Optimization exercise on an open flow, not production practice.
RTL: at most simulated, not proved equivalent.
Power: default activity.

[design/flow/design.v]
module top_v1b (
    input clk,
    input rst,
    input wr,
    input [2:0] address,
    input [7:0] wdata,
    output [7:0] rdata,
    output busy
);
reg [7:0] ah, al, bh, bl;
always @(posedge clk) if (wr) begin
    case (address)
    3'd0: ah <= wdata;
    3'd1: al <= wdata;
    3'd2: bh <= wdata;
    3'd3: bl <= wdata;
    default: ;
    endcase
end
wire sa = ah[7];
wire sb = bh[7];
wire xs = sa ^ sb;
wire [14:0] ma = sa ? -{ah[6:0], al} : {ah[6:0], al};
wire [14:0] mb = sb ? -{bh[6:0], bl} : {bh[6:0], bl};
wire ma_zero = (ma == 15'd0);
wire mb_zero = (mb == 15'd0);
function [3:0] blen(input [14:0] v);
    integer j;
    begin
        blen = 4'd0;
        for (j = 0; j < 15; j = j + 1) if (v[j]) blen = j + 1;
    end
endfunction
wire [3:0] la = blen(ma);
wire [3:0] lb = blen(mb);
wire [4:0] ediff = {1'b0, la} - {1'b0, lb};      
wire       eneg = ediff[4];                      
reg        Status;
reg        o_mul, o_div, o_frc, o_sqr;           
reg [4:0]  cnt;
reg        fix;      
reg        fr;       
reg [31:0] X;
reg [16:0] Ax;
reg [15:0] Bx;
assign busy = Status;
reg [7:0] xb;
always @* case (address[1:0])
    2'd0: xb = X[31:24];
    2'd1: xb = X[23:16];
    2'd2: xb = X[15:8];
    default: xb = X[7:0];
endcase
assign rdata = address[2] ? {7'b0, Status & (address[1:0] == 2'd0)} : xb;
wire start = wr && (address == 3'd4);
wire [1:0] nop = wdata[1:0];
wire [3:0] pa = 4'd8 - {1'b0, la[3:1]} - {3'b0, la[0]};    
wire [3:0] sh = (nop == 2'd3) ? {pa[2:0], 1'b0} :
                (nop == 2'd0) ? 4'd0 - {lb[3:0]} :          
                (eneg ? 4'd0 : ediff[3:0]);
wire [15:0] bsrc = (nop == 2'd3) ? {1'b0, ma} : {1'b0, mb};
wire [15:0] bnorm = bsrc << sh;
wire [4:0] ediv = (eneg | mb_zero) ? 5'd0 : ediff + 5'd1;
wire [4:0] n0 = (nop == 2'd0) ? {1'b0, lb} :
                (nop == 2'd1) ? ediv :
                (nop == 2'd2) ? (mb_zero ? 5'd0 : ediv + 5'd16) :
                (ma_zero ? 5'd0 : {1'b0, 4'd8 - pa} + 5'd8);
reg [18:0] opa, opb;
always @* begin
    opa = 19'd0; opb = 19'd0;
    if (o_mul) begin opa = {3'b0, X[14:0], 1'b0}; opb = Bx[15] ? {2'b0, Ax} : 19'd0; end
    if (o_sqr) begin opa = {Ax, Bx[15:14]};       opb = {1'b0, X[23:8], 2'b01}; end
    if (o_div | o_frc) begin
        opa = fr ? {1'b0, Ax, 1'b0} : {2'b0, Ax};
        opb = {3'b0, Bx};
    end
end
wire [19:0] sum = o_mul ? {1'b0, opa} + {1'b0, opb} : {1'b0, opa} - {1'b0, opb};
wire ge = ~sum[19];
wire [15:0] xhi = X[30:15];
wire [15:0] xhi_inc = sum[16] ? xhi + 16'd1 : xhi;
wire [14:0] q = X[14:0];
wire [15:0] qfix = mb_zero ? (ma_zero ? 16'h4000 : 16'h7FFF) : {1'b0, q};
wire [14:0] qneg = -qfix[14:0];
wire [15:0] rneg = -Ax[15:0];
always @(posedge clk) begin
    if (!Status) begin
        cnt <= n0;
        fr <= (nop == 2'd2) && (ediv == 5'd0);
        Ax <= (nop == 2'd3) ? 17'd0 : {2'b0, ma};
        Bx <= bnorm;
        o_mul <= (nop == 2'd0);
        o_div <= (nop == 2'd1);
        o_frc <= (nop == 2'd2);
        o_sqr <= (nop == 2'd3);
    end else begin
        cnt <= cnt - 5'd1;
        if (cnt == 5'd17) fr <= 1'b1;
        if (o_sqr | o_div | o_frc) Ax <= ge ? sum[16:0] : opa[16:0];
        if (o_mul) Bx <= {Bx[14:0], 1'b0};
        else if (o_sqr) Bx <= {Bx[13:0], 2'b00};
        else if (!(fr || (o_frc && cnt == 5'd17))) Bx <= {1'b0, Bx[15:1]};
    end
end
reg [31:0] xinit, xstep;
always @* begin
    if (nop == 2'd2 && mb_zero)
        xinit = ma_zero ? 32'h40000000 : (ma == 15'h4000) ? 32'h7FFF8000 : 32'h7FFFFFFF;
    else
        xinit = 32'd0;
    if (cnt != 5'd0) begin
        if (o_mul) xstep = {xhi_inc, sum[15:0]};
        else if (o_sqr) xstep = {8'b0, X[22:8], ge, 8'b0};
        else xstep = {X[30:0], ge};
    end else begin
        xstep[31:16] = xs ? {1'b1, qneg} : qfix;
        xstep[15:0]  = xs ? rneg : Ax[15:0];
    end
end
always @(posedge clk) if (start | Status) X <= Status ? xstep : xinit;
always @(posedge clk) begin
    if (rst) begin
        Status <= 1'b0;
        fix <= 1'b0;
    end else if (start) begin
        fix <= (nop == 2'd1);
        Status <= (n0 != 5'd0) || (nop == 2'd1);
    end else if (Status) begin
        if (cnt != 5'd0) begin
            if (cnt == 5'd1 && !fix) Status <= 1'b0;
        end else begin
            fix <= 1'b0;
            Status <= 1'b0;
        end
    end
end
endmodule
[design/flow/config.mk]
export PLATFORM = sky130hd
export DESIGN_NAME = top_v1b
export DESIGN_NICKNAME = top_v1b
export VERILOG_FILES = /design/flow/design.v
export SDC_FILE = /design/flow/constraint.sdc
export NUM_CORES = 4
export LEC_CHECK = 0
export ABC_AREA = 1
export CAP_MARGIN = 20
export CORE_MARGIN = 2
export CORE_UTILIZATION = 40
export PLACE_DENSITY = 0.6
export SETUP_SLACK_MARGIN = 3.2
export SLEW_MARGIN = 20
[design/flow/constraint.sdc]
create_clock -name core_clock -period 8.0 [get_ports {clk}]
set_input_delay 1.6000 -clock core_clock [delete_from_list [all_inputs] [get_ports {clk}]]
set_output_delay 1.6000 -clock core_clock [all_outputs]
set_load 0.01 [all_outputs]
[design/flow/run.sh]
#!/bin/bash
# synth_recipe.tcl (not shown) runs the flow's synth.tcl, then flattens the netlist and writes it again
# the make line also repeats each setting of config.mk as NAME=value (left out here)
make -C /OpenROAD-flow-scripts/flow DESIGN_CONFIG=/design/flow/config.mk WORK_HOME=/design/flow/orfs CLKGATE_MAP_FILE= SYNTH_SCRIPT=/design/flow/synth_recipe.tcl finish
==> results of run 1 <==
==> registers in the layout, indices dropped and copies added, names as in the netlist <==
| name | count |
|---|---|
| o_frc | 1 |
| bl | 8 |
| o_sqr | 1 |
| o_mul | 1 |
| fix | 1 |
| Bx | 16 |
| X | 32 |
| cnt | 5 |
| Status | 1 |
| al | 8 |
| o_div | 1 |
| bh | 8 |
| Ax | 17 |
| ah | 8 |
| fr | 1 |
==> worst reg2reg max path: stages, from the launching register on <==
cell and delay [ps]:
edfxtp_1 510, nor2_8 250, clkinv_8 110, a22oi_2 230
ha_2 230, nand3b_1 140, nor2_2 150, nand3_1 120
nor2_1 180, nand3_2 120, o21ai_2 170, xor2_1 170
inv_1 90, ha_4 300, nand2_1 80, nor2_2 120
nand3_1 110, nand2_2 110, or2_1 100, nand2_1 100
nor2_4 220, nand3_1 190, o311ai_0 360, nand2_1 100
nand2_1 60, nand2_1 50
==> routing by layer <==
metal  wire length (um)  track usage [%]
met5                  0                0
met4               2068            12.09
met3               3296            4.692
met2              19470            46.99
met1              16990            35.58
==> path summary, 6_finish.rpt <==
| check | cells after the start | startpoint | end | slack (ps) |
|---|---|---|---|---|
| setup reg to reg | 25 | o_div | X[29] | 3390 |
| setup / recovery | 6 | address[2] | rdata[1] | 3290 |
| hold reg to reg | 2 | fix | fix | 510 |
| hold / removal | 2 | fix | fix | 510 |
==> cell usage after synthesis (4+ instances only) <==
| cell | number | area (um^2) |
|---|---|---|
| o221ai_1 | 7 | 61.31 |
| o211ai_2 | 7 | 87.58 |
| a221oi_2 | 4 | 60.06 |
| dfxtp_1 | 7 | 140.1 |
| or2_2 | 4 | 25.02 |
| ha_1 | 40 | 500.5 |
| inv_1 | 210 | 788.3 |
| nand2_1 | 410 | 1539 |
| nor2_2 | 19 | 118.9 |
| nand3_2 | 8 | 80.08 |
| nand2_4 | 5 | 56.30 |
| edfxtp_1 | 102 | 3063 |
| nor2_1 | 131 | 491.7 |
| o21ai_1 | 18 | 90.09 |
| a21oi_1 | 77 | 385.4 |
| inv_2 | 12 | 45.04 |
| nand3b_1 | 4 | 30.03 |
| buf_6 | 5 | 56.30 |
| xnor2_1 | 21 | 183.9 |
| nand4_1 | 28 | 175.2 |
| nor3_1 | 25 | 125.1 |
| o21ai_0 | 156 | 780.8 |
| nand3_1 | 174 | 870.8 |
| o211ai_1 | 18 | 135.1 |
| a221oi_1 | 7 | 61.31 |
| nand2_2 | 13 | 81.33 |
| buf_4 | 8 | 60.06 |
| buf_2 | 12 | 60.06 |
| xor2_1 | 29 | 254.0 |
| a32oi_1 | 4 | 35.03 |
| o22ai_1 | 38 | 237.7 |
| clkbuf_1 | 38 | 142.6 |
==> cells in the final DEF, fill, tap and decap left out, drive strengths merged, types with 2 or more instances in the layout <==
cell type and instances:
xor2 29, dlymetal6s2s 5, o311ai 2, o31ai 2
nor3 25, clkinv 8, o221ai 7, a32oi 4
nor4 3, o21ai 176, a221oi 11, mux2i 2
dfxtp 7, clkbuf 12, a31oi 3, or2 6
nand3 182, nand2 428, a22o 2, o22ai 38
o21a 3, a21oi 78, nand4 28, o211ai 25
fa 2, ha 40, a22oi 5, nor2 157
o21bai 3, buf 62, clkdlybuf4s50 15, inv 226
nand3b 4, o32ai 3, edfxtp 102, xnor2 21
==> power breakdown <==
group / leakage, nW / switching [mW] / internal (mW)
Combinational: 4.60 / 0.809 / 0.424
Clock: 0.156 / 0.271 / 0.229
Sequential: 1.08 / 0.0752 / 0.689
==> final cells by class <==
| class | instances | area, um^2 | area share, % |
|---|---|---|---|
| repair inverters | 1 | 11.26 | 0.08790 |
| well taps | 378 | 473.0 | 3.692 |
| repair buffers | 85 | 719.4 | 5.616 |
| flip-flops and latches | 109 | 3204 | 25.01 |
| clock buffers | 9 | 225.2 | 1.758 |
| multi-input cells | 1296 | 7172 | 55.98 |
| clock inverters | 7 | 93.84 | 0.7325 |
| inverters | 227 | 912.1 | 7.120 |
==> cell families (layout without fill, tap and decap cells) <==
logic type	after synthesis	count (layout)	synth area share, %
AND/OR/NAND/NOR	831	834	32.65
AO/OA/AOI/OAI	368	368	19.62
buffers and inverters	292	329	10.50
flip-flops	109	109	28.38
XOR/XNOR	50	50	3.880
adder cells (fa/ha/maj)	42	42	4.789
multiplexers	2	2	0.1774
==> timing repair <==
action                                  CTS  global route
buffers inserted                         12            38
pin swaps                                 4            10
gates cloned                              2             2
endpoints found under the setup margin   62            64
resized for setup                        29            69
==> metrics by stage <==
step                cells  total power [mW]  hold slack (ps)  utilization [%]
floorplan            1694             1.574            466.4                -
global placement     2042             1.858            484.3            42.30
detailed placement   2042             1.860            497.8            42.30
CTS                  2072             2.390            508.7            44.15
global route         2112             2.638            552.2            46.11
finish               2112             2.498            510.1            46.11
==> results.json, run 1 <==
{
  "firstDrtPassIters": 6,
  "max_freq_ghz": 0.2124,
  "hold_viol": 0,
  "setup-violations-final": 0,
  "crit_chain": "clkdlybuf4s50_1 > inv_2 > buf_4 > o211ai_1 > inv_1 > clkdlybuf4s50_1",
  "rsz0062_at_grt": "no",
  "cp.arrival_ps": 3110,
  "placed_area_um2": 11750,
  "gp_congestion": 0.9665,
  "critPathLaunchType": "input port",
  "antenna_found_initial": 0,
  "drtIter0Drc": 1535,
  "dr_total_vias": 12290,
  "core_um2": 27780,
  "clkTransAtPathRegs_ps": 90,
  "grt_use_total_pct": 28.01,
  "pre_cts_ws_ps": 2536,
  "cp_top_family": "buffers and inverters",
  "yosysSeqAreaShare_pct": 28.38,
  "hpwl_mm": 30.65,
  "wl_mm": 41.83,
  "grt_pass1_wl_mm": 63.67,
  "io_buffers": 22,
  "cp.required_ps": 6400,
  "cts_root_buffer": "clkbuf_16",
  "io_pins": 23,
  "cts_buffer_depth": 2,
  "setup_tns_ps": 0,
  "clkSinkCount": 109,
  "yosys_warnings": 1,
  "dieHeight_um": 172.0,
  "clk_latency_ps": 390,
  "synth-seq-cells": 109,
  "worst_pin_slew_ps": 1069,
  "hold_path.class": "flip-flop to flip-flop",
  "synth.distinct_cells": 62,
  "antenna_left": 0,
  "postLayoutCellArea_um2": 12810,
  "avgSynthCellArea_um2": 6.662,
  "syn_inst": 1694,
  "fin_crit_ps": 4707,
  "grt_pass1_vias": 11190,
  "synth_ff_type": "edfxtp_1",
  "num-fill-cells": 2928,
  "netlist_area_um2": 11290,
  "cts_buffers": 9,
  "peakVddDrop_mv": 0.1187,
  "htreeDepth": 3,
  "wl_per_cell_um": 19.81,
  "postLayoutSetupSlackWorst_ps": 3293,
  "grt_max_degree": 48,
  "critical_path_class": "input port to output port",
  "fp-row-count": 61,
  "drcViolationCount": 0,
  "crit_path_end_kind": "output port",
  "start_util_pct": 40.62,
  "drv_slew": 0,
  "max_cap_viol_count": 0,
  "status": "no timing/DRC/antenna violations",
  "powerDensity_nw_per_um2": 195.0,
  "leakage_nw": 5.839,
  "ctsHoldBuffers": 0,
  "drive_gt1_share_pct": 12.34,
  "post-route-period-util_pct": 58.84,
  "crit_path_frequent_cell": "clkdlybuf4s50_1",
  "crit_path_top_delay_cell": "clkdlybuf4s50_1",
  "synthArstFlopShare_pct": 0,
  "antennaDiodeCount": 0,
  "nets": 1785,
  "area_growth_pct": 13.51,
  "synth-edff-count": 102,
  "dieArea_um2": 29570,
  "slowest_delay_ps": 540,
  "syn-num-nets": 1750,
  "grt.overflow.total": 0,
  "viasPerCell": 5.820,
  "crit_fanout": 6,
  "fin_skew_ps": 15.63,
  "die_x_um": 172.0,
  "crit_buf_inv": 5,
  "cts_tree": "done",
  "max_slew_margin_pct": 28.47
}
Testbench counts, summed over its fixed seeds: cycles 157,093.
==> run 2, diff against run 1 <==
--- a/design/flow/config.mk
+++ b/design/flow/config.mk
@@ -10,5 +10,5 @@
 export CORE_MARGIN = 2
 export CORE_UTILIZATION = 40
 export PLACE_DENSITY = 0.6
-export SETUP_SLACK_MARGIN = 3.2
+export SETUP_SLACK_MARGIN = 3.5
 export SLEW_MARGIN = 20
==> run 2 against run 1 <==
- sequential cell count unchanged
- critical path depth up 22
- hold slack better by 6.9 ps
- worst setup slack better by 180 ps
- via count up 2.3%
- combinational power up 13%
- first-iteration DRC count up 3.8%
- total power up 6.8%
- die area unchanged
- critical endpoint is now X[23]
==> results.json, run 2 <==
{
  "fin_skew_ps": 20.38,
  "reg.largest.list": "X (32), Ax (17), Bx (16)",
  "peakVddDrop_mv": 0.1190,
  "ff2ff_setup_slack_ps": 3480,
  "grt.overflow.total": 0,
  "wl_per_cell_um": 20.22,
  "cts_root_buffer": "clkbuf_16",
  "cts_tree": "done",
  "fp-row-count": 61,
  "die_x_um": 172.0,
  "hold_viol": 0,
  "max_slew_margin_pct": 24.48,
  "clk_latency_ps": 400,
  "crit_buf_inv": 4,
  "yosysMostFrequentCell": "nand2_1",
  "worstSetupEndpoint": "X[23]",
  "slowest_delay_ps": 420,
  "io_buffers": 22,
  "wl_mm": 43.50,
  "clkTransAtPathRegs_ps": 100,
  "dieArea_um2": 29570,
  "max_freq_ghz": 0.2211,
  "hold_path.class": "flip-flop to flip-flop",
  "largest_reg_flops": 32,
  "yosysSeqAreaShare_pct": 28.38,
  "layout_common_cells": "nand2_1, inv_1, nand3_1",
  "dieHeight_um": 172.0,
  "powerDensity_nw_per_um2": 195.9,
  "synth.area.top_cells": "edfxtp_1, nand2_1, nand3_1, inv_1, o21ai_0",
  "leakage_nw": 6.128,
  "grt_pass1_wl_mm": 64.94,
  "synth-edff-count": 102,
  "setup-violations-final": 0,
  "max_cap_viol_count": 0,
  "antenna_found_initial": 1,
  "syn-num-nets": 1750,
  "drv_slew": 0,
  "area_growth_pct": 20.65,
  "firstDrtPassIters": 7,
  "drcViolationCount": 0,
  "synth_top_area_cell": "edfxtp_1",
  "gp_congestion": 0.9665,
  "post-route-period-util_pct": 56.55,
  "top_register": "X",
  "critical_path_class": "flip-flop to flip-flop",
  "drive_gt1_share_pct": 19.01,
  "grt_use_total_pct": 28.63,
  "antenna_left": 0,
  "netlist_area_um2": 11290,
  "drtIter0Drc": 1593,
  "hpwl_mm": 30.65,
  "cp.arrival_ps": 4670,
  "crit_path_end_kind": "flip-flop",
  "crit_path_top_delay_cell": "edfxtp_1",
  "syn_inst": 1694,
  "final_common_cell": "nand2_1",
  "status": "no timing/DRC/antenna violations",
  "htreeDepth": 3,
  "viasPerCell": 5.843,
  "synthArstFlopShare_pct": 0,
  "grt_max_degree": 46,
  "reg2reg_from": "o_div",
  "reg2regPathDepth": 28,
  "cp_top_family": "simple AND/OR/NAND/NOR gates",
  "crit_fanout": 6,
  "ctsHoldBuffers": 0,
  "avgSynthCellArea_um2": 6.662,
  "cts_buffers": 9,
  "worstReg2RegEnd": "X[23]",
  "synth_commonest_cells": "nand2_1, inv_1, nand3_1, o21ai_0, nor2_1",
  "whs_ps": 516.9,
  "synth.distinct_cells": 62,
  "crit_start": "o_div",
  "clkSinkCount": 109,
  "worst-path-stages": 28,
  "power_mw": 2.668,
  "core_um2": 27780,
  "synth-seq-cells": 109,
  "setup_tns_ps": 0,
  "critPathLaunchType": "flip-flop",
  "worst_pin_slew_ps": 1129,
  "grt_pass1_vias": 11470,
  "rsz0062_at_grt": "yes",
  "cts_buffer_depth": 2,
  "nets": 1824,
  "io_pins": 23,
  "dr_total_vias": 12580,
  "synth_ff_type": "edfxtp_1",
  "yosys_warnings": 1,
  "synth_top_cell_area_share_pct": 27.14,
  "fin_crit_ps": 4524,
  "start_util_pct": 40.62,
  "cp.required_ps": 8150
}
-- run 2: kinds of logic after synthesis --
logic type	Yosys count	share of synthesized area [%]
multiplexers	2	0.1774
buffers and inverters	292	10.50
AND/OR/NAND/NOR	831	32.65
adder cells (fa/ha/maj)	42	4.789
AO/OA/AOI/OAI	368	19.62
XOR/XNOR	50	3.880
flip-flops	109	28.38
-- run 2: power breakdown --
group | internal (mW) | total [mW] | switching, mW
combinational | 0.508 | 1.39 | 0.885
clock | 0.229 | 0.509 | 0.279
sequential | 0.689 | 0.766 | 0.0766
total | 1.43 | 2.67 | 1.24
-- run 2: through the flow --
| step | util [%] | std cells | setup slack [ps] | area, um^2 |
|---|---|---|---|---|
| after CTS | 45.21 | 2091 | 3392 | 12560 |
| final | 49.01 | 2152 | 3476 | 13620 |
| after global placement | 42.30 | 2042 | 2558 | 11750 |
| after detailed placement | 42.30 | 2042 | 2536 | 11750 |
| after global routing | 49.00 | 2151 | 3228 | 13610 |
| after floorplan | - | 1694 | 3902 | 11290 |
-- run 2: worst min-delay path, delay by kind of cell (launching register included) --
| kind | cells | cell delay (ps) |
|---|---|---|
| DFF | 1 | 320 |
| AOI/OAI and AO/OA | 2 | 160 |
-- run 2: routing by layer --
layer | routed length, um | share of wire (%) | GRT usage, % | vias to the layer above
li1 | - | - | - | 5926
met1 | 17060 | 39 | 35.69 | 5807
met2 | 20130 | 46 | 47.25 | 658
met3 | 3722 | 8.6 | 5.379 | 184
met4 | 2590 | 6.0 | 14.76 | 0
met5 | 0 | 0 | 0 | -
-- run 2: final cells by class --
type,count,area [um^2]
diodes,1,2.502
clock buffers,9,225.2
clock inverters,7,93.84
fillers,2835,14160
inverters,227,917.1
multi-input cells,1298,7662
flip-flops and latches,109,3204
well taps,378,473.0
repair buffers,120,1017
repair inverters,3,21.27
-- run 2: how the worst min path moves through the flow --
stage / start / end / slack (ps) / cells past startpoint
global placement: fix / fix / 480 / 2
detailed placement: fix / fix / 500 / 2
CTS: fix / fix / 510 / 2
floorplan: fix / fix / 470 / 2
finish: fix / fix / 520 / 2
global route: cnt[0] / cnt[0] / 550 / 1
-- run 2: timing repair --
item,4_1_cts,5_1_grt
pin swaps,7,52
endpoints found under the hold margin,0,0
resized for setup,76,166
setup buffers,28,56
cloned,5,4
endpoints found under the setup margin,67,66
==> run 3, diff against run 2 <==
--- a/design/flow/config.mk
+++ b/design/flow/config.mk
@@ -8,7 +8,7 @@
 export ABC_AREA = 1
 export CAP_MARGIN = 20
 export CORE_MARGIN = 2
-export CORE_UTILIZATION = 40
-export PLACE_DENSITY = 0.6
-export SETUP_SLACK_MARGIN = 3.5
+export CORE_UTILIZATION = 55
+export PLACE_DENSITY = 0.75
+export SETUP_SLACK_MARGIN = 3.4
 export SLEW_MARGIN = 20
==> run 3 against run 2 <==
- still clean
- synthesized area stayed put
- sequential cell count stayed put
- cell area is 4.1% lower
- register-to-register slack hardly changed
- die area is 27% lower
- critical path depth is 5 lower
- hold slack worse by 2.7 ps
- via count is 1.1% higher
- routed wire length is 5.7% lower
- final cell count is 6.1% lower
- non-clock buffer count is 22 lower
- largest cell class unchanged
- largest power group unchanged
- highest routed layer unchanged
==> results.json, run 3 <==
{
  "start_util_pct": 55.96,
  "hold_viol": 0,
  "synth_commonest_cells": "nand2_1, inv_1, nand3_1, o21ai_0, nor2_1",
  "htreeDepth": 3,
  "reg2reg_from": "o_sqr",
  "area_growth_pct": 15.73,
  "synth.area.top_cells": "edfxtp_1, nand2_1, nand3_1, inv_1, o21ai_0",
  "layout_common_cells": "nand2_1, inv_1, nand3_1",
  "worst_pin_slew_ps": 1093,
  "clk_latency_ps": 370,
  "multi_input_area_um2": 7443,
  "num-fill-cells": 1822,
  "viasPerCell": 6.296,
  "fin_skew_ps": 12.34,
  "grt_pass1_vias": 11300,
  "max_cap_viol_count": 0,
  "synth_ff_type": "edfxtp_1",
  "firstDrtPassIters": 7,
  "yosysMostFrequentCell": "nand2_1",
  "rsz0062_at_grt": "yes",
  "crit_path_frequent_cell": "nand3_2",
  "fin_crit_ps": 4528,
  "powerDensity_nw_per_um2": 195.2,
  "cts_root_buffer": "clkbuf_16",
  "dr_total_vias": 12720,
  "ctsHoldBuffers": 0,
  "crit_fanout": 24,
  "nets": 1801,
  "clkTransAtPathRegs_ps": 90,
  "reg.largest.list": "X (32), Ax (17), Bx (16)",
  "seq_power_share_pct": 29.9,
  "antenna_found_initial": 0,
  "io_pins": 23,
  "wl_mm": 41.02,
  "switchingPower_mw": 1.177,
  "clkSinkCount": 109,
  "wl_per_cell_um": 20.30,
  "syn-num-nets": 1750,
  "cp.required_ps": 8110,
  "synthArstFlopShare_pct": 0,
  "hold_path.class": "flip-flop to flip-flop",
  "cp.arrival_ps": 4640,
  "synth.distinct_cells": 62,
  "critPathLaunchType": "flip-flop",
  "largest_reg_flops": 32,
  "register_area_um2": 3204,
  "crit_chain": "clkinv_4 > nand2_8 > nor2_4 > inv_2 > nor3_2 > a221oi_4 > nand2_1 > nor2_2 > nand3_2 > nor2_2 > nand3_2 > o21ai_2 > xor2_1 > inv_1 > ha_4 > a21oi_1 > o2111ai_2 > a21oi_2 > nand3_2 > nand2_8 > clkinv_8 > o211ai_2 > o21ai_1",
  "syn_inst": 1694,
  "critical_path_class": "flip-flop to flip-flop",
  "cts_buffers": 9,
  "slowest_delay_ps": 520,
  "synth_top_area_cell": "edfxtp_1",
  "antennaDiodeCount": 0,
  "yosysSeqAreaShare_pct": 28.38,
  "drcViolationCount": 0,
  "netlist_area_um2": 11290,
  "max_freq_ghz": 0.2208,
  "stdcell_count": 2020,
  "peakVddDrop_mv": 0.1336,
  "synth-seq-cells": 109,
  "dpl.cell_count": 1932,
  "post-route-period-util_pct": 56.60,
  "grt.overflow.total": 0,
  "drtIter0Drc": 1623,
  "placed_area_um2": 11600,
  "io_buffers": 22,
  "fp-row-count": 52,
  "crit_path_top_delay_cell": "edfxtp_1",
  "gp_congestion": 1.016,
  "setup-violations-final": 0,
  "power_frac_comb_pct": 51.6,
  "postLayoutCellArea_um2": 13060,
  "crit_path_end_kind": "flip-flop",
  "hp-start": "fix",
  "cts_buffer_depth": 2,
  "core_um2": 20170,
  "antenna_left": 0,
  "status": "no timing/DRC/antenna violations",
  "drive_gt1_share_pct": 15.54,
  "synth-edff-count": 102,
  "grt_pass1_wl_mm": 61.20,
  "crit_start": "o_sqr",
  "die_x_um": 147.2,
  "yosys_warnings": 1,
  "pwr-share-clk_pct": 18.5,
  "max_slew_margin_pct": 26.89,
  "hpwl_mm": 28.39,
  "final_common_cell": "nand2_1",
  "drv_slew": 0,
  "switching_share_pct": 46.18,
  "setup_tns_ps": 0,
  "synth_top_cell_area_share_pct": 27.14,
  "power_mw": 2.549,
  "p_int_mw": 1.372,
  "leakage_nw": 5.951,
  "avgSynthCellArea_um2": 6.662,
  "grt_use_total_pct": 36.16,
  "dieHeight_um": 147.2,
  "dieArea_um2": 21680,
  "cts_tree": "done",
  "grt_max_degree": 57,
  "top_register": "X"
}
run 3: power by group through the flow:
stage               clock network [mW]  logic [mW]  registers (mW)
finish                           0.472        1.32           0.761
global route                     0.488        1.43           0.765
CTS                              0.469        1.13           0.756
detailed placement                   0        1.08           0.772
global placement                     0        1.07           0.771
floorplan                            0       0.841           0.733
run 3: per-layer routing:
layer | vias up | GRT usage (%) | wire length, um
met5 | - | 0 | 0
met4 | 0 | 20.29 | 2773
met3 | 212 | 7.453 | 4593
met2 | 907 | 58.06 | 18390
met1 | 5720 | 45.50 | 15260
li1 | 5878 | - | -
run 3: kinds of logic (layout without fill, tap and decap cells):
kind of cell               after synthesis  in the layout  synth area share, %
DFF                                    109            109                28.38
buffers and inverters                  292            344                10.50
xor gates and xnor gates                50             50                3.880
muxes                                    2              2               0.1774
and+or+nand+nor                        831            835                32.65
AOI/OAI and AO/OA                      368            368                19.62
adders and majority gates               42             42                4.789
run 3: layout make-up:
type	instances	share of cell area [%]
Timing Repair inverter	3	0.1629
Clock buffer	10	1.753
Tap cell	270	2.586
Multi-Input combinational cell	1297	56.99
Timing Repair Buffer	98	6.437
Sequential cell	109	24.53
Clock inverter	6	0.4215
Inverter	227	7.118
run 3: worst max-delay path: cells and delay by family (launching register included):
| kind | cells | cell delay [ps] |
|---|---|---|
| AO/OA/AOI/OAI | 7 | 1470 |
| XOR/XNOR | 1 | 160 |
| adder cells (fa/ha/maj) | 1 | 270 |
| buffers and inverters | 4 | 530 |
| flip-flops | 1 | 520 |
| AND/OR/NAND/NOR | 10 | 1310 |
run 3: path summary, 6_finish.rpt:
kind            to  slack, ps  cells after the start
min            fix        510                      2
max reg2reg  Ax[5]       3470                     23
min reg2reg    fix        510                      2
max          Ax[5]       3470                     23
run 3: repair_timing:
item	4_1_cts	5_1_grt
buffers inserted	18	47
pin swaps	6	37
gates resized for setup	56	113
gates cloned	4	3
setup endpoints to repair	67	60
endpoints found under the hold margin	0	0
run 3: metrics by stage:
step	setup WS, ps	hold WS [ps]	utilization, %
3_5_place_dp	2432	497.1	57.52
4_1_cts	3360	512.6	60.63
2_1_floorplan	3902	466.4	-
3_3_place_gp	2599	484.3	57.52
6_report	3472	514.2	64.76
5_1_grt	3195	556.0	64.76
==> run 4, diff against run 3 <==
==> design/flow/flow/run.sh (new file) <==
#!/bin/bash
# The standard layout, with two changes to how it is made:
#  - ports are buffered with buf_4 instead of the delay buffer buffer_ports picks;
#  - timing repair may resize cells across footprints.
# The make output (every ORFS step, plus ORFS's own per-step logs under orfs/logs)
# goes to flow_make.log in this folder.
set -euo pipefail
bash standard.sh MATCH_CELL_FOOTPRINT=0 "BUFFER_PORTS_ARGS=-buffer_cell sky130_fd_sc_hd__buf_4" finish > flow_make.log 2>&1
==> design/flow/standard.sh (new file) <==
#!/bin/bash
# synth_recipe.tcl (not shown) runs the flow's synth.tcl, then flattens the netlist and writes it again
# the make line also repeats each setting of config.mk as NAME=value (left out here)
make -C /OpenROAD-flow-scripts/flow DESIGN_CONFIG=/design/flow/config.mk WORK_HOME=/design/flow/orfs CLKGATE_MAP_FILE= SYNTH_SCRIPT=/design/flow/synth_recipe.tcl "${@:-finish}"
--- a/design/flow/config.mk
+++ b/design/flow/config.mk
@@ -8,7 +8,7 @@
 export ABC_AREA = 1
 export CAP_MARGIN = 20
 export CORE_MARGIN = 2
-export CORE_UTILIZATION = 55
-export PLACE_DENSITY = 0.75
+export CORE_UTILIZATION = 40
+export PLACE_DENSITY = 0.6
 export SETUP_SLACK_MARGIN = 3.4
 export SLEW_MARGIN = 20
removed: design/flow/run.sh
==> run 4 against run 3 <==
- worst setup slack better by 50 ps
- largest cell class unchanged
- global-route usage decreased by 8.0 points
- sequential share of layout area is 0.16 points higher
- utilization is 18 points lower
- non-clock buffer count fell by 1
- cell area shrank 0.65%
- register-to-register slack better by 98 ps
- critical endpoint is now rdata[1]
- via count shrank 3.4%
- maximum frequency increased by 1.1%
- synthesized cell count is the same
- count of clock-buffer cells in the layout down 1
- final cell count is 5.1% higher
==> results.json, run 4 <==
{
  "hold_viol": 0,
  "placed_area_um2": 11690,
  "nets": 1796,
  "antennaDiodeCount": 0,
  "crit_path_top_delay_cell": "nor2_2",
  "grt_max_degree": 70,
  "max_cap_viol_count": 0,
  "wl_mm": 41.54,
  "area_growth_pct": 14.98,
  "worst_pin_slew_ps": 1104,
  "synth_top_cell_area_share_pct": 27.14,
  "grt_pass1_wl_mm": 63.54,
  "crit_chain": "buf_4 > nor2_2 > inv_1 > o221ai_1 > o211ai_1 > inv_1 > buf_4",
  "holdPathStages": 2,
  "syn-num-nets": 1750,
  "core_um2": 27780,
  "synth.distinct_cells": 62,
  "avgSynthCellArea_um2": 6.662,
  "drv_slew": 0,
  "cts_root_buffer": "clkbuf_16",
  "io_buffers": 22,
  "num-fill-cells": 2816,
  "die_x_um": 172.0,
  "drtIter0Drc": 1347,
  "setup-violations-final": 0,
  "grt.overflow.total": 0,
  "fin_skew_ps": 18.25,
  "post-route-period-util_pct": 55.98,
  "postLayoutCellArea_um2": 12980,
  "grt_use_total_pct": 28.12,
  "antenna_left": 0,
  "synth_ff_type": "edfxtp_1",
  "gp_congestion": 0.9346,
  "dieArea_um2": 29570,
  "start_util_pct": 40.62,
  "worstReg2RegEnd": "X[26]",
  "yosysSeqAreaShare_pct": 28.38,
  "critical_path_class": "input port to output port",
  "fp-row-count": 61,
  "hp-start": "fix",
  "hpwl_mm": 30.32,
  "final_common_cell": "nand2_1",
  "synth_commonest_cells": "nand2_1, inv_1, nand3_1, o21ai_0, nor2_1",
  "synth-edff-count": 102,
  "grt_pass1_vias": 11120,
  "wl_per_cell_um": 19.57,
  "cp.arrival_ps": 2880,
  "viasPerCell": 5.784,
  "slowest_delay_ps": 300,
  "synthArstFlopShare_pct": 0,
  "max_freq_ghz": 0.2233,
  "status": "no timing/DRC/antenna violations",
  "crit_fanout": 8,
  "cts_buffers": 9,
  "setup_tns_ps": 0,
  "rsz0062_at_grt": "yes",
  "hold_path.class": "flip-flop to flip-flop",
  "io_pins": 23,
  "critPathLaunchType": "input port",
  "synth.area.top_cells": "edfxtp_1, nand2_1, nand3_1, inv_1, o21ai_0",
  "cts_buffer_depth": 2,
  "top_register": "X",
  "reg2regPathDepth": 26,
  "syn_inst": 1694,
  "yosys_warnings": 1,
  "drcViolationCount": 0,
  "dr_total_vias": 12280,
  "dieHeight_um": 172.0,
  "layout_common_cells": "nand2_1, inv_1, nand3_1",
  "clkTransAtPathRegs_ps": 80,
  "antenna_found_initial": 0,
  "largest_reg_flops": 32,
  "max_slew_margin_pct": 26.16,
  "min_to": "fix",
  "clkSinkCount": 109,
  "powerDensity_nw_per_um2": 195.4,
  "drive_gt1_share_pct": 15.64,
  "firstDrtPassIters": 8,
  "cts_tree": "done",
  "crit_path_end_kind": "output port",
  "reg2reg_from": "o_div",
  "netlist_area_um2": 11290,
  "synth_top_area_cell": "edfxtp_1",
  "ff2ff_setup_slack_ps": 3570,
  "yosysMostFrequentCell": "nand2_1",
  "peakVddDrop_mv": 0.1007,
  "htreeDepth": 3,
  "synth-seq-cells": 109,
  "cp.required_ps": 6400,
  "clk_latency_ps": 380,
  "fin_crit_ps": 4478,
  "leakage_nw": 5.860,
  "reg.largest.list": "X (32), Ax (17), Bx (16)"
}
-- run 4: worst max-delay path by stage --
stage,start,end,slack [ps],depth (start not counted)
after detailed placement,o_mul,X[30],2370,27
after CTS,al[0],Bx[15],3410,22
after floorplan,o_div,X[23],3900,27
final,address[1],rdata[1],3520,7
after global routing,o_div,X[28],3320,27
after global placement,o_mul,X[30],2370,27
-- run 4: stage by stage --
stage          worst slack (ps)  hold WS [ps]  utilization (%)  power (mW)  std cells
2_1_floorplan              3902         466.4                -       1.574       1694
3_3_place_gp               2373         481.0            42.07       1.857       2041
3_5_place_dp               2371         494.2            42.07       1.857       2041
4_1_cts                    3410         509.7            44.57       2.408       2085
5_1_grt                    3323         537.0            46.71       2.680       2123
6_report                   3522         511.3            46.71       2.535       2123
-- run 4: logic make-up (layout without fill, tap and decap cells) --
group           count (synthesis)  count (layout)  share of synthesized area [%]
compound gates                368             368                          19.62
xor+xnor                       50              50                          3.880
flops                         109             109                          28.38
buf+inv                       292             341                          10.50
mux                             2               2                         0.1774
fa+ha+maj                      42              42                          4.789
simple gates                  831             833                          32.65
-- run 4: where the power goes --
group          internal (mW)  switching (mW)  total (mW)
clock                  0.225           0.270       0.495
sequential             0.689          0.0690       0.758
combinational          0.450           0.832        1.28
-- run 4: repair_timing --
| action | 4_1_cts | 5_1_grt |
|---|---|---|
| hold buffers | 0 | 0 |
| setup endpoints to repair | 58 | 59 |
| pin swaps | 5 | 27 |
| cloned | 3 | 0 |
| hold endpoints to repair | 0 | 0 |
| buffers inserted | 25 | 38 |
| resized for setup | 41 | 92 |
-- run 4: worst max-delay path, delay by kind of cell --
family                 cells  cell delay [ps]
buffers and inverters      4              520
AND/OR/NAND/NOR            1              300
AO/OA/AOI/OAI              2              460
-- run 4: area by class of cell --
class                           count  area, um^2  share of cell area (%)
Multi-Input combinational cell   1295        7282                   56.12
Sequential cell                   109        3204                   24.69
Inverter                          227       924.6                   7.126
Timing Repair Buffer               97       775.7                   5.978
Tap cell                          378       473.0                   3.645
Clock buffer                        9       225.2                   1.736
Clock inverter                      7       86.33                  0.6653
Timing Repair inverter              1       5.005                 0.03857
-- run 4: metal layers --
metal,vias to the layer above,track usage [%],part of all wire [%]
met1,5750,36.71,41
met2,554,46.66,46
met3,124,3.662,7.4
met4,0,12.31,5.0
met5,-,0,0
li1,5851,-,-
==> run 5, diff against run 4 <==
--- a/design/flow/config.mk
+++ b/design/flow/config.mk
@@ -10,5 +10,5 @@
 export CORE_MARGIN = 2
 export CORE_UTILIZATION = 40
 export PLACE_DENSITY = 0.6
-export SETUP_SLACK_MARGIN = 3.4
+export SETUP_SLACK_MARGIN = 3.6
 export SLEW_MARGIN = 20
==> run 5 against run 4 <==
- still clean on timing, DRC and antenna
- global-route usage is 0.52 points higher
- synthesized cell count unchanged
- die area did not move
- maximum frequency is 0.70% higher
- worst setup slack gained 31 ps
- non-clock buffer count grew 21
- final cell count up 1.1%
- routed wire length is 3.4% higher
- via count increased by 2.0%
- combinational power up 9%
- clock power about the same
- utilization is 2.4 points higher
- largest power group unchanged
==> results.json, run 5 <==
{
  "status": "no timing/DRC/antenna violations",
  "cp.arrival_ps": 4570,
  "cts_buffer_depth": 2,
  "drcViolationCount": 0,
  "clk_latency_ps": 380,
  "drv_slew": 0,
  "wl_per_cell_um": 20.01,
  "fin_skew_ps": 16.84,
  "io_pins": 23,
  "drtIter0Drc": 1490,
  "nets": 1819,
  "clkTransAtPathRegs_ps": 80,
  "slowest_delay_ps": 480,
  "drive_gt1_share_pct": 20.64,
  "rsz0062_at_grt": "yes",
  "yosysMostFrequentCell": "nand2_1",
  "wl_mm": 42.95,
  "io_buffers": 22,
  "die_x_um": 172.0,
  "final_common_cell": "nand2_1",
  "synth_commonest_cells": "nand2_1, inv_1, nand3_1, o21ai_0, nor2_1",
  "grt_max_degree": 70,
  "crit_path_top_delay_cell": "edfxtp_1",
  "cts_tree": "done",
  "largest_reg_flops": 32,
  "max_freq_ghz": 0.2249,
  "fin_crit_ps": 4447,
  "gp_congestion": 0.9346,
  "placed_area_um2": 11690,
  "start_util_pct": 40.62,
  "grt_pass1_vias": 11370,
  "crit_path_end_kind": "flip-flop",
  "critical_path_class": "flip-flop to flip-flop",
  "dpl.cell_count": 2041,
  "ctsHoldBuffers": 0,
  "setup_tns_ps": 0,
  "cts_buffers": 9,
  "grt_pass1_wl_mm": 64.56,
  "antennaDiodeCount": 0,
  "worst_pin_slew_ps": 1066,
  "dr_total_vias": 12520,
  "syn-num-nets": 1750,
  "postLayoutSetupSlackWorst_ps": 3553,
  "post-route-period-util_pct": 55.59,
  "antenna_left": 0,
  "hpwl_mm": 30.32,
  "setup-violations-final": 0,
  "grt.overflow.total": 0,
  "yosys_warnings": 1,
  "fp-row-count": 61,
  "dieHeight_um": 172.0,
  "firstDrtPassIters": 9,
  "crit_fanout": 13,
  "cp.required_ps": 8120,
  "synth-edff-count": 102,
  "powerDensity_nw_per_um2": 194.5,
  "peakVddDrop_mv": 0.1020,
  "core_um2": 27780,
  "crit_path_frequent_cell": "nand2_1",
  "max_slew_margin_pct": 28.67,
  "leakage_nw": 6.133,
  "final_util_pct": 49.11,
  "htreeDepth": 3,
  "hold_viol": 0,
  "synth_ff_type": "edfxtp_1",
  "postLayoutCellArea_um2": 13640,
  "synth.area.top_cells": "edfxtp_1, nand2_1, nand3_1, inv_1, o21ai_0",
  "area_growth_pct": 20.90,
  "syn_inst": 1694,
  "cts_root_buffer": "clkbuf_16",
  "antenna_found_initial": 0,
  "pre_cts_ws_ps": 2371,
  "stdcell_count": 2146,
  "avgSynthCellArea_um2": 6.662,
  "synthArstFlopShare_pct": 0,
  "dieArea_um2": 29570,
  "critPathLaunchType": "flip-flop",
  "clkSinkCount": 109,
  "max_cap_viol_count": 0,
  "whs_ps": 512.1,
  "top_register": "X",
  "yosysSeqAreaShare_pct": 28.38,
  "layout_common_cells": "nand2_1, inv_1, nand3_1",
  "synth-seq-cells": 109,
  "synth_top_cell_area_share_pct": 27.14,
  "power_mw": 2.654,
  "synth_top_area_cell": "edfxtp_1",
  "synth.distinct_cells": 62,
  "viasPerCell": 5.834,
  "netlist_area_um2": 11290,
  "hold_path.class": "flip-flop to flip-flop",
  "reg.largest.list": "X (32), Ax (17), Bx (16)",
  "grt_use_total_pct": 28.63
}
==> run 5: cell counts after synthesis <==
No cell type changed its count.
==> run 5: final cells by class <==
cell class / instances / area (um^2)
clock buffer: 9 / 225.2
clock inverter: 7 / 86.33
fill: 2753 / 14140
inverter: 227 / 940.9
multi-input combinational: 1296 / 7720
sequential: 109 / 3204
tap: 378 / 473.0
timing repair buffer: 118 / 978.4
timing repair inverter: 2 / 16.27
==> run 5: power breakdown <==
| group | leakage [nW] | internal, mW | switching (mW) |
|---|---|---|---|
| Clock | 0.150 | 0.225 | 0.269 |
| Sequential | 1.08 | 0.689 | 0.0693 |
| Combinational | 4.90 | 0.512 | 0.889 |
| Total | 6.13 | 1.43 | 1.23 |
==> run 5: routing by layer <==
| metal | GRT usage, % | vias to the layer above | share of wire (%) |
|---|---|---|---|
| li1 | - | 5896 | - |
| met2 | 46.48 | 617 | 46 |
| met4 | 15.09 | 0 | 6.0 |
| met3 | 4.097 | 170 | 7.0 |
| met1 | 37.00 | 5836 | 41 |
| met5 | 0 | - | 0 |
==> run 5: timing repair <==
action,4_1_cts,5_1_grt
pin swaps,23,69
resized for setup,90,144
setup buffers,48,35
setup endpoints to repair,64,66
gates cloned,4,2
==> run 5: logic make-up (layout without fill, tap and decap cells) <==
kind of cell	after synthesis	in the layout	share of synthesized area, %
compound gates	368	368	19.62
fa+ha+maj	42	42	4.789
simple gates	831	834	32.65
mux	2	2	0.1774
buf+inv	292	363	10.50
xor+xnor	50	50	3.880
flops	109	109	28.38
==> run 5: worst max-delay path, delay by kind of cell (launching register included) <==
kind / cells / cell delay (ps)
xor+xnor: 1 / 260
simple gates: 12 / 1560
compound gates: 6 / 970
flops: 1 / 480
buf+inv: 5 / 570
fa+ha+maj: 1 / 340
==> run 5: path summary, 6_finish.rpt <==
kind	startpoint	to	slack, ps	depth (start not counted)
hold reg to reg	fix	fix	510	2
hold / removal	fix	fix	510	2
setup / recovery	o_div	X[26]	3550	25
setup reg to reg	o_div	X[26]	3550	25
==> run 6, diff against run 5 <==
--- a/design/flow/config.mk
+++ b/design/flow/config.mk
@@ -10,5 +10,5 @@
 export CORE_MARGIN = 2
 export CORE_UTILIZATION = 40
 export PLACE_DENSITY = 0.6
-export SETUP_SLACK_MARGIN = 3.6
+export SETUP_SLACK_MARGIN = 3.2
 export SLEW_MARGIN = 20
==> run 6 against run 5 <==
- synthesized area unchanged
- via count fell by 2.2%
- hold slack got worse by 2.2 ps
- clock skew is 1.3 ps lower
- count of clock-buffer cells in the layout unchanged
- critical endpoint is now rdata[1]
- largest power group unchanged
==> results.json, run 6 <==
{
  "yosys_warnings": 1,
  "setup_tns_ps": 0,
  "met1Wirelength_mm": 16.95,
  "dr_total_vias": 12240,
  "maxUsedRoutingLayer": "met4",
  "reg.largest.list": "X (32), Ax (17), Bx (16)",
  "nets": 1774,
  "core_um2": 27780,
  "clk_latency_ps": 390,
  "dieArea_um2": 29570,
  "cts_buffers": 9,
  "synth_top_cell_area_share_pct": 27.14,
  "synth-edff-count": 102,
  "antenna_left": 0,
  "crit_fanout": 8,
  "hpwl_mm": 30.32,
  "leakage_nw": 5.731,
  "ff2ff_setup_slack_ps": 3440,
  "gp_congestion": 0.9346,
  "fin_skew_ps": 15.59,
  "grt.overflow.total": 0,
  "worst_pin_slew_ps": 1115,
  "die_x_um": 172.0,
  "syn-num-nets": 1750,
  "yosysSeqAreaShare_pct": 28.38,
  "holdPathStages": 2,
  "synth.area.top_cells": "edfxtp_1, nand2_1, nand3_1, inv_1, o21ai_0",
  "crit_start": "address[0]",
  "htreeDepth": 3,
  "synthArstFlopShare_pct": 0,
  "worstReg2RegEnd": "Ax[4]",
  "avgSynthCellArea_um2": 6.662,
  "start_util_pct": 40.62,
  "setup-violations-final": 0,
  "hold_path.class": "flip-flop to flip-flop",
  "antennaDiodeCount": 0,
  "route.met2.wl_mm": 19.14,
  "drv_slew": 0,
  "cp.required_ps": 6400,
  "cts_buffer_depth": 2,
  "wl_per_cell_um": 19.70,
  "max_slew_margin_pct": 25.41,
  "wl_met3_mm": 3.349,
  "hold_viol": 0,
  "fp-row-count": 61,
  "crit_path_end_kind": "output port",
  "powerDensity_nw_per_um2": 195.5,
  "reg2reg_from": "o_div",
  "rsz0062_at_grt": "yes",
  "status": "no timing/DRC/antenna violations",
  "top_register": "X",
  "whs_ps": 509.9,
  "antenna_found_initial": 0,
  "area_growth_pct": 12.08,
  "clkSinkCount": 109,
  "drive_gt1_share_pct": 12.77,
  "post-route-period-util_pct": 57.82,
  "cts_root_buffer": "clkbuf_16",
  "viasPerCell": 5.826,
  "max_cap_viol_count": 0,
  "clkTransAtPathRegs_ps": 80,
  "grt_pass1_vias": 11000,
  "firstDrtPassIters": 6,
  "max_freq_ghz": 0.2162,
  "syn_inst": 1694,
  "yosysMostFrequentCell": "nand2_1",
  "hp-start": "fix",
  "peakVddDrop_mv": 0.1016,
  "min_to": "fix",
  "synth-seq-cells": 109,
  "grt_pass1_wl_mm": 62.94,
  "largest_reg_flops": 32,
  "dieHeight_um": 172.0,
  "layout_common_cells": "nand2_1, inv_1, nand3_1",
  "critical_path_class": "input port to output port",
  "critPathLaunchType": "input port",
  "wl_mm": 41.38,
  "synth_ff_type": "edfxtp_1",
  "synth.distinct_cells": 62,
  "io_pins": 23,
  "grt_use_total_pct": 27.93,
  "synth_commonest_cells": "nand2_1, inv_1, nand3_1, o21ai_0, nor2_1",
  "num-fill-cells": 2874,
  "grt_max_degree": 70,
  "fin_crit_ps": 4625,
  "drcViolationCount": 0,
  "final_common_cell": "nand2_1",
  "netlist_area_um2": 11290,
  "reg2regPathDepth": 24,
  "synth_top_area_cell": "edfxtp_1",
  "ctsHoldBuffers": 0,
  "drtIter0Drc": 1397,
  "cp.arrival_ps": 3030,
  "cts_tree": "done",
  "io_buffers": 22
}
[run 6: cell counts after synthesis]
No cell type changed its count.
[run 6: worst max path at each step]
stage,slack (ps),end,cells past startpoint
after CTS,3170,X[30],27
after global placement,2370,X[30],27
after floorplan,3900,X[23],27
final,3370,rdata[1],7
after global routing,3150,Bx[14],29
after detailed placement,2370,X[30],27
[run 6: routing by layer]
layer	vias up	track usage [%]
li1	5803	-
met3	133	4.028
met1	5681	36.43
met4	0	12.09
met5	-	0
met2	623	46.17
[run 6: logic make-up after synthesis]
kind of cell | count (synthesis) | synth area share [%]
compound gates | 368 | 19.62
xor+xnor | 50 | 3.880
fa+ha+maj | 42 | 4.789
buf+inv | 292 | 10.50
flops | 109 | 28.38
mux | 2 | 0.1774
simple gates | 831 | 32.65
[run 6: critical path, stage by stage]
cell	delay, ps
buf_4	140
nor2_1	420
inv_1	220
o221ai_1	260
o211ai_1	180
inv_1	90
buf_4	110
[run 6: layout make-up]
class / instances / area [um^2] / share of cell area, %
Clock inverter: 7 / 86.33 / 0.6825
Sequential cell: 109 / 3204 / 25.33
Clock buffer: 9 / 225.2 / 1.780
Inverter: 227 / 912.1 / 7.211
Tap cell: 378 / 473.0 / 3.739
Timing Repair Buffer: 75 / 580.6 / 4.590
Timing Repair inverter: 1 / 5.005 / 0.03956
Multi-Input combinational cell: 1295 / 7163 / 56.63
[run 6: metrics by stage]
step	instances	worst slack [ps]	total power, mW	cell area, um^2	utilization (%)
2_1_floorplan	1694	3902	1.574	11290	-
3_3_place_gp	2041	2373	1.857	11690	42.07
3_5_place_dp	2041	2371	1.857	11690	42.07
4_1_cts	2072	3169	2.380	12210	43.94
5_1_grt	2101	3149	2.614	12650	45.53
6_report	2101	3375	2.473	12650	45.53
[run 6: power breakdown]
| group | total [mW] | internal [mW] | switching (mW) |
|---|---|---|---|
| Combinational | 1.21 | 0.412 | 0.800 |
| Clock | 0.499 | 0.225 | 0.274 |
| Sequential | 0.762 | 0.689 | 0.0727 |
[run 6: what timing repair did]
item                                    4_1_cts  5_1_grt
buffers inserted                             13       28
pin swaps                                     2       16
endpoints found under the setup margin       54       56
gates resized for setup                      24       57
cloned                                        2        1
==> run 7, diff against run 6 <==
--- a/design/flow/config.mk
+++ b/design/flow/config.mk
@@ -8,7 +8,7 @@
 export ABC_AREA = 1
 export CAP_MARGIN = 20
 export CORE_MARGIN = 2
-export CORE_UTILIZATION = 40
-export PLACE_DENSITY = 0.6
+export CORE_UTILIZATION = 60
+export PLACE_DENSITY = 0.8
 export SETUP_SLACK_MARGIN = 3.2
 export SLEW_MARGIN = 20
==> run 7 against run 6 <==
- synthesized cell count is the same
- global-route usage grew 11 points
- synthesized area is the same
- sequential power is essentially flat
- total power grew 0.36%
- sequential share of layout area grew 0.44 points
- clock skew grew 5.7 ps
- clock power shrank 3%
- largest cell class unchanged
- largest power group unchanged
==> results.json, run 7 <==
{
  "wl_mm": 39.29,
  "critical_path_class": "input port to output port",
  "synth.distinct_cells": 62,
  "critPathLaunchType": "input port",
  "setup-violations-final": 0,
  "wl_per_cell_um": 20.16,
  "placed_area_um2": 11500,
  "antenna_found_initial": 0,
  "dr_total_vias": 12650,
  "fp-row-count": 50,
  "whs_ps": 496.0,
  "status": "no timing/DRC/antenna violations",
  "viasPerCell": 6.489,
  "die_x_um": 141.2,
  "synth_top_cell_area_share_pct": 27.14,
  "nets": 1766,
  "firstDrtPassIters": 7,
  "fin_crit_ps": 4705,
  "drive_gt1_share_pct": 12.30,
  "syn-num-nets": 1750,
  "synth-seq-cells": 109,
  "clkSinkCount": 109,
  "slowest_delay_ps": 500,
  "yosys_warnings": 1,
  "cp.required_ps": 6400,
  "synth_ff_type": "edfxtp_1",
  "worst_pin_slew_ps": 1012,
  "cts_buffer_depth": 2,
  "synth-edff-count": 102,
  "rsz0062_at_grt": "no",
  "max_slew_margin_pct": 32.27,
  "drtIter0Drc": 1818,
  "postLayoutCellArea_um2": 12430,
  "htreeDepth": 3,
  "peakVddDrop_mv": 0.1200,
  "grt_max_degree": 48,
  "crit_path_end_kind": "output port",
  "max_cap_viol_count": 0,
  "layout_common_cells": "nand2_1, inv_1, nand3_1",
  "yosysSeqAreaShare_pct": 28.38,
  "setup_tns_ps": 0,
  "area_growth_pct": 10.17,
  "antennaDiodeCount": 0,
  "cts_tree": "done",
  "cp.arrival_ps": 3110,
  "cts_buffers": 9,
  "clk_latency_ps": 390,
  "crit_path_top_delay_cell": "nor2_1",
  "start_util_pct": 60.74,
  "core_um2": 18580,
  "post-route-period-util_pct": 58.82,
  "gp_congestion": 1.044,
  "drcViolationCount": 0,
  "drv_slew": 0,
  "hold_path.class": "flip-flop to flip-flop",
  "top_register": "X",
  "clkTransAtPathRegs_ps": 80,
  "avgSynthCellArea_um2": 6.662,
  "dieHeight_um": 141.2,
  "synth.area.top_cells": "edfxtp_1, nand2_1, nand3_1, inv_1, o21ai_0",
  "io_pins": 23,
  "leakage_nw": 5.703,
  "crit_chain": "buf_4 > nor2_1 > inv_1 > o221ai_1 > o211ai_1 > inv_1 > buf_4",
  "grt.overflow.total": 0,
  "synth_top_area_cell": "edfxtp_1",
  "antenna_left": 0,
  "fin_skew_ps": 21.31,
  "syn_inst": 1694,
  "synthArstFlopShare_pct": 0,
  "netlist_area_um2": 11290,
  "crit_fanout": 8,
  "dieArea_um2": 19920,
  "powerDensity_nw_per_um2": 199.6,
  "largest_reg_flops": 32,
  "grt_use_total_pct": 38.57,
  "final_common_cell": "nand2_1",
  "yosysMostFrequentCell": "nand2_1",
  "reg.largest.list": "X (32), Ax (17), Bx (16)",
  "hpwl_mm": 28.15,
  "grt_pass1_wl_mm": 60.14,
  "io_buffers": 22,
  "ctsHoldBuffers": 0,
  "synth_commonest_cells": "nand2_1, inv_1, nand3_1, o21ai_0, nor2_1",
  "grt_pass1_vias": 11380,
  "hold_viol": 0,
  "cts_root_buffer": "clkbuf_16",
  "max_freq_ghz": 0.2125
}
==> run 7: cell count changes in the layout (fill, tap and decap cells not counted), sizes merged <==
cell	previous run	this run
buf	74	66
clkinvlp	2	1
o21a	3	4
==> run 7: cell families (layout without fill, tap and decap cells) <==
group	Yosys count	count (layout)	share of synthesized area, %
compound gates	368	369	19.62
xor+xnor	50	50	3.880
fa+ha+maj	42	42	4.789
buf+inv	292	310	10.50
flops	109	109	28.38
mux	2	2	0.1774
simple gates	831	833	32.65
==> run 7: per-layer routing <==
layer  vias to the layer above  GRT usage, %  wire length (um)
li1                       5800             -                 -
met1                      5662         47.73             14130
met2                       931         61.70             17590
met3                       252         7.371              4587
met4                         2         25.00              2935
met5                         -             0                41
==> run 7: final cells by class <==
| class | instances | area, um^2 |
|---|---|---|
| clock buffer | 9 | 225.2 |
| clock inverter | 7 | 86.33 |
| fill | 1624 | 6147 |
| inverter | 227 | 913.4 |
| multi-input combinational | 1296 | 7172 |
| sequential | 109 | 3204 |
| tap | 234 | 292.8 |
| timing repair buffer | 67 | 539.3 |
==> run 7: metrics by stage <==
stage / setup slack (ps) / utilization (%) / power (mW) / instances
2_1_floorplan: 3902 / - / 1.574 / 1694
3_3_place_gp: 2609 / 61.90 / 1.825 / 1896
3_5_place_dp: 2556 / 61.90 / 1.843 / 1896
4_1_cts: 3186 / 64.53 / 2.346 / 1927
5_1_grt: 3124 / 66.92 / 2.598 / 1949
6_report: 3295 / 66.92 / 2.481 / 1949
==> run 7: final timing paths <==
check | startpoint | endpoint | slack [ps] | depth (start not counted)
min reg2reg | fix | fix | 500 | 2
max | address[1] | rdata[1] | 3290 | 7
min | fix | fix | 500 | 2
max reg2reg | o_sqr | X[31] | 3370 | 26
==> run 7: timing repair <==
| item | in CTS | in global routing |
|---|---|---|
| setup buffers | 13 | 21 |
| hold endpoints to repair | 0 | 0 |
| pin swaps | 3 | 15 |
| resized for setup | 17 | 66 |
| setup endpoints to repair | 53 | 55 |
| gates cloned | 2 | 1 |
==> run 7: where the power goes <==
part,internal [mW],total (mW),switching [mW],leakage [nW]
Combinational,0.422,1.23,0.809,4.47
Clock,0.225,0.486,0.261,0.150
Sequential,0.689,0.764,0.0747,1.08
Total,1.34,2.48,1.15,5.70
==> run 7: critical path: cells and delay by family <==
| kind | cells | cell delay (ps) |
|---|---|---|
| buffers and inverters | 4 | 560 |
| AND/OR/NAND/NOR | 1 | 500 |
| AO/OA/AOI/OAI | 2 | 440 |
==> run 8, diff against run 7 <==
--- a/design/flow/config.mk
+++ b/design/flow/config.mk
@@ -10,5 +10,5 @@
 export CORE_MARGIN = 2
 export CORE_UTILIZATION = 60
 export PLACE_DENSITY = 0.8
-export SETUP_SLACK_MARGIN = 3.2
+export SETUP_SLACK_MARGIN = 3.4
 export SLEW_MARGIN = 20
==> run 8 against run 7 <==
- largest power group unchanged
- critical path depth up 21
- clock skew shrank 2.9 ps
- still clean
- global-route usage increased by 0.52 points
- combinational power rose by 7%
==> results.json, run 8 <==
{
  "status": "no timing/DRC/antenna violations",
  "synth-edff-count": 102,
  "yosysMostFrequentCell": "nand2_1",
  "synth_xor_xnor_area_share_pct": 3.880,
  "grt_pass1_wl_mm": 60.74,
  "area_growth_pct": 13.37,
  "grt_use_total_pct": 39.09,
  "syn_inst": 1694,
  "synth_fa_ha_area_share_pct": 4.789,
  "synthArstFlopShare_pct": 0,
  "syn-num-nets": 1750,
  "synth_top_cell_area_share_pct": 27.14,
  "synth_ff_type": "edfxtp_1",
  "gp_congestion": 1.044,
  "synth.area.top_cells": "edfxtp_1, nand2_1, nand3_1, inv_1, o21ai_0",
  "cp.required_ps": 8140,
  "hpwl_mm": 28.15,
  "dieArea_um2": 19920,
  "cts_buffers": 9,
  "synth.distinct_cells": 62,
  "setup-violations-final": 0,
  "wl_mm": 40.46,
  "slowest_delay_ps": 490,
  "yosysSeqAreaShare_pct": 28.38,
  "dr_total_vias": 12780,
  "clkTransAtPathRegs_ps": 80,
  "drtIter0Drc": 1963,
  "core_um2": 18580,
  "layout_common_cells": "nand2_1, inv_1, nand3_1",
  "drcViolationCount": 0,
  "critical_path_class": "flip-flop to flip-flop",
  "antenna_found_initial": 0,
  "critPathLaunchType": "flip-flop",
  "ff2ff_setup_slack_ps": 3440,
  "peakVddDrop_mv": 0.1215,
  "netlist_area_um2": 11290,
  "crit_fanout": 9,
  "clk_latency_ps": 390,
  "crit_path_end_kind": "flip-flop",
  "powerDensity_nw_per_um2": 200.5,
  "rsz0062_at_grt": "yes",
  "crit_path_frequent_cell": "nand2_2",
  "htreeDepth": 3,
  "cts_buffer_depth": 2,
  "cts_root_buffer": "clkbuf_16",
  "start_util_pct": 60.74,
  "max_cap_viol_count": 0,
  "viasPerCell": 6.488,
  "clkSinkCount": 109,
  "grt_pass1_vias": 11480,
  "grt.overflow.total": 0,
  "drv_slew": 0,
  "antenna_left": 0,
  "io_buffers": 22,
  "dieHeight_um": 141.2,
  "io_pins": 23,
  "synth_top_area_cell": "edfxtp_1",
  "fin_crit_ps": 4558,
  "synth-simple-area-share_pct": 32.65,
  "setup_tns_ps": 0,
  "worst_pin_slew_ps": 1010,
  "post-route-period-util_pct": 56.97,
  "leakage_nw": 5.836,
  "max_slew_margin_pct": 32.42,
  "hold_viol": 0,
  "synth_commonest_cells": "nand2_1, inv_1, nand3_1, o21ai_0, nor2_1",
  "avgSynthCellArea_um2": 6.662,
  "synth-seq-cells": 109,
  "cts_tree": "done",
  "fp-row-count": 50,
  "hold_path.class": "flip-flop to flip-flop",
  "power_mw": 2.566,
  "largest_reg_flops": 32,
  "nets": 1787,
  "antennaDiodeCount": 0,
  "die_x_um": 141.2,
  "crit_path_top_delay_cell": "edfxtp_1",
  "final_common_cell": "nand2_1",
  "synth_compound_area_share_pct": 19.62,
  "yosys_warnings": 1,
  "fin_skew_ps": 18.41,
  "grt_max_degree": 47,
  "firstDrtPassIters": 6,
  "synth_mux_area_share_pct": 0.1774,
  "wl_per_cell_um": 20.54,
  "reg.largest.list": "X (32), Ax (17), Bx (16)",
  "synth_top_family_by_area": "simple AND/OR/NAND/NOR gates",
  "cp.arrival_ps": 4690,
  "whs_ps": 495.6,
  "top_register": "X",
  "drive_gt1_share_pct": 15.21,
  "max_freq_ghz": 0.2194
}
==> run 8: what timing repair did <==
action	4_1_cts	5_1_grt
resized for setup	35	103
cloned	3	2
pin swaps	3	30
setup buffers	19	34
hold buffers	0	0
endpoints found under the setup margin	59	60
==> run 8: cell families after synthesis <==
logic type                 count (synthesis)
and+or+nand+nor                          831
AOI/OAI and AO/OA                        368
buffers and inverters                    292
DFF                                      109
xor gates and xnor gates                  50
adders and majority gates                 42
muxes                                      2
==> run 8: power by group <==
group          internal [mW]  switching, mW
clock network          0.225          0.267
logic                  0.457          0.850
registers              0.689         0.0774
==> run 8: per-layer routing <==
metal / GRT usage (%) / vias up / wire [um]
met4: 26.05 / 0 / 3271
met2: 61.85 / 977 / 17900
met5: 0 / - / 0
met1: 48.33 / 5706 / 14080
met3: 7.982 / 264 / 5199
li1: - / 5835 / -
==> run 8: layout make-up <==
class	count	area (um^2)
Inverter	227	919.6
Sequential cell	109	3204
Fill cell	1554	5786
Timing Repair Buffer	87	700.7
Multi-Input combinational cell	1296	7357
Tap cell	234	292.8
Timing Repair inverter	1	8.758
Clock buffer	9	225.2
Clock inverter	7	86.33
==> run 8: critical path: cells and delay by family, from the launching register on <==
| family | cells | cell delay [ps] |
|---|---|---|
| and+or+nand+nor | 15 | 1920 |
| DFF | 1 | 490 |
| AOI/OAI and AO/OA | 6 | 700 |
| xor gates and xnor gates | 1 | 170 |
| buffers and inverters | 5 | 610 |
| adders and majority gates | 1 | 410 |
==> run 8: path summary, 6_finish.rpt <==
kind / depth (start not counted) / from / to
setup / recovery: 28 / o_div / X[28]
hold / removal: 2 / fix / fix
setup reg to reg: 28 / o_div / X[28]
hold reg to reg: 2 / fix / fix
==> run 8: through the flow <==
stage	util [%]	setup slack (ps)	instances	area, um^2
CTS	65.21	3433	1934	12120
detailed placement	61.90	2556	1896	11500
finish	68.86	3442	1970	12790
floorplan	-	3902	1694	11290
global route	68.86	3137	1970	12790
global placement	61.90	2609	1896	11500
==> run 9, diff against run 8 <==
--- a/design/flow/config.mk
+++ b/design/flow/config.mk
@@ -8,7 +8,8 @@
 export ABC_AREA = 1
 export CAP_MARGIN = 20
 export CORE_MARGIN = 2
-export CORE_UTILIZATION = 60
-export PLACE_DENSITY = 0.8
+export CORE_UTILIZATION = 40
+export PLACE_DENSITY = 0.6
 export SETUP_SLACK_MARGIN = 3.4
 export SLEW_MARGIN = 20
+export TNS_END_PERCENT = 20
==> run 9 against run 8 <==
- still clean
- final cell count up 7.3%
- utilization decreased by 23 points
- worst setup slack gained 45 ps
- routed wire length up 2.6%
- die area up 48%
- register-to-register slack better by 40 ps
- count of clock-buffer cells in the layout is the same
- first-iteration DRC count is 27% lower
- critical endpoint is now X[26]
- highest routed layer unchanged
==> results.json, run 9 <==
{
  "wl_per_cell_um": 19.64,
  "firstDrtPassIters": 5,
  "drv_slew": 0,
  "max_slew_margin_pct": 28.67,
  "antenna_left": 0,
  "fin_crit_ps": 4513,
  "status": "no timing/DRC/antenna violations",
  "io_pins": 23,
  "yosys_warnings": 1,
  "hold_viol": 0,
  "cts_tree": "done",
  "synth.distinct_cells": 62,
  "hpwl_mm": 30.32,
  "antenna_found_initial": 0,
  "grt_use_total_pct": 28.12,
  "synthArstFlopShare_pct": 0,
  "grt_max_degree": 70,
  "cp.arrival_ps": 4640,
  "p_int_mw": 1.344,
  "synth_top_area_cell": "edfxtp_1",
  "cts_buffers": 9,
  "reg.largest.list": "X (32), Ax (17), Bx (16)",
  "dieArea_um2": 29570,
  "layout_common_cells": "nand2_1, inv_1, nand3_1",
  "wl_mm": 41.50,
  "synth-edff-count": 102,
  "grt.overflow.total": 0,
  "ctsHoldBuffers": 0,
  "synth_ff_type": "edfxtp_1",
  "drtIter0Drc": 1433,
  "grt_pass1_wl_mm": 63.52,
  "postLayoutCellArea_um2": 12830,
  "placed_area_um2": 11690,
  "setup_tns_ps": 0,
  "start_util_pct": 40.62,
  "post-route-period-util_pct": 56.41,
  "reg2regPathDepth": 28,
  "dr_total_vias": 12310,
  "power_frac_comb_pct": 49.9,
  "synth_top_cell_area_share_pct": 27.14,
  "setup-violations-final": 0,
  "gp_congestion": 0.9346,
  "holdPathStages": 2,
  "drcViolationCount": 0,
  "seq_power_share_pct": 30.4,
  "leakage_nw": 5.807,
  "antennaDiodeCount": 0,
  "rsz0062_at_grt": "yes",
  "area_growth_pct": 13.71,
  "pre_cts_ws_ps": 2371,
  "dieHeight_um": 172.0,
  "cp.required_ps": 8130,
  "critical_path_class": "flip-flop to flip-flop",
  "yosysSeqAreaShare_pct": 28.38,
  "synth-seq-cells": 109,
  "grt_pass1_vias": 11080,
  "core_um2": 27780,
  "nets": 1786,
  "avgSynthCellArea_um2": 6.662,
  "yosysMostFrequentCell": "nand2_1",
  "fin_skew_ps": 19.50,
  "syn-num-nets": 1750,
  "peakVddDrop_mv": 0.1002,
  "cts_root_buffer": "clkbuf_16",
  "netlist_area_um2": 11290,
  "clkSinkCount": 109,
  "pwr-share-clk_pct": 19.8,
  "fp-row-count": 61,
  "cts_buffer_depth": 2,
  "top_register": "X",
  "clkTransAtPathRegs_ps": 80
}
==> run 9: cell counts after synthesis <==
Identical to the previous run, type by type.
==> run 9: final timing paths <==
check        start    end  slack, ps
max          o_sqr  X[26]       3490
min            fix    fix        510
min reg2reg    fix    fix        510
max reg2reg  o_sqr  X[26]       3490
==> run 9: cell type report <==
cell class | count | area, um^2
clock inverter | 7 | 86.33
clock buffer | 9 | 225.2
timing repair buffer | 87 | 696.9
inverter | 227 | 917.1
timing repair inverter | 1 | 5.005
multi-input combinational | 1295 | 7226
sequential | 109 | 3204
tap | 378 | 473.0
fill | 2834 | 14950
==> run 9: repair_timing <==
item,4_1_cts,5_1_grt
buffers inserted,25,28
pin swaps,5,19
cloned,3,0
resized for setup,40,70
endpoints found under the hold margin,0,0
setup endpoints to repair,58,59
==> run 9: stage by stage <==
stage / utilization [%] / cells / hold slack (ps)
CTS: 44.56 / 2085 / 509.7
floorplan: - / 1694 / 466.4
global placement: 42.07 / 2041 / 481.0
finish: 46.19 / 2113 / 508.7
global route: 46.19 / 2113 / 537.0
detailed placement: 42.07 / 2041 / 494.2
==> run 9: metal layers <==
layer	vias to the layer above	track usage (%)	part of all wire, %
li1	5831	-	-
met1	5780	36.86	42
met2	584	46.69	46
met3	115	3.548	7.3
met4	0	12.06	4.8
met5	-	0	0
==> run 9: cells by family (layout without fill, tap and decap cells) <==
family,after synthesis,count (layout),synth area share [%]
XOR/XNOR,50,50,3.880
buffers and inverters,292,331,10.50
multiplexers,2,2,0.1774
AO/OA/AOI/OAI,368,368,19.62
adder cells (fa/ha/maj),42,42,4.789
flip-flops,109,109,28.38
AND/OR/NAND/NOR,831,833,32.65
==> run 9: critical path: cells and delay by family, from the launching register on <==
kind                     cells  cell delay (ps)
adder cells (fa/ha/maj)      1              290
AND/OR/NAND/NOR             17             1940
flip-flops                   1              530
XOR/XNOR                     1              170
buffers and inverters        4              450
AO/OA/AOI/OAI                5              840
==> run 9: power by group through the flow <==
stage | Clock (mW) | Sequential, mW | Combinational [mW]
3_3_place_gp | 0 | 0.774 | 1.08
6_report | 0.493 | 0.759 | 1.24
5_1_grt | 0.513 | 0.762 | 1.36
3_5_place_dp | 0 | 0.773 | 1.08
2_1_floorplan | 0 | 0.733 | 0.841
4_1_cts | 0.498 | 0.757 | 1.15
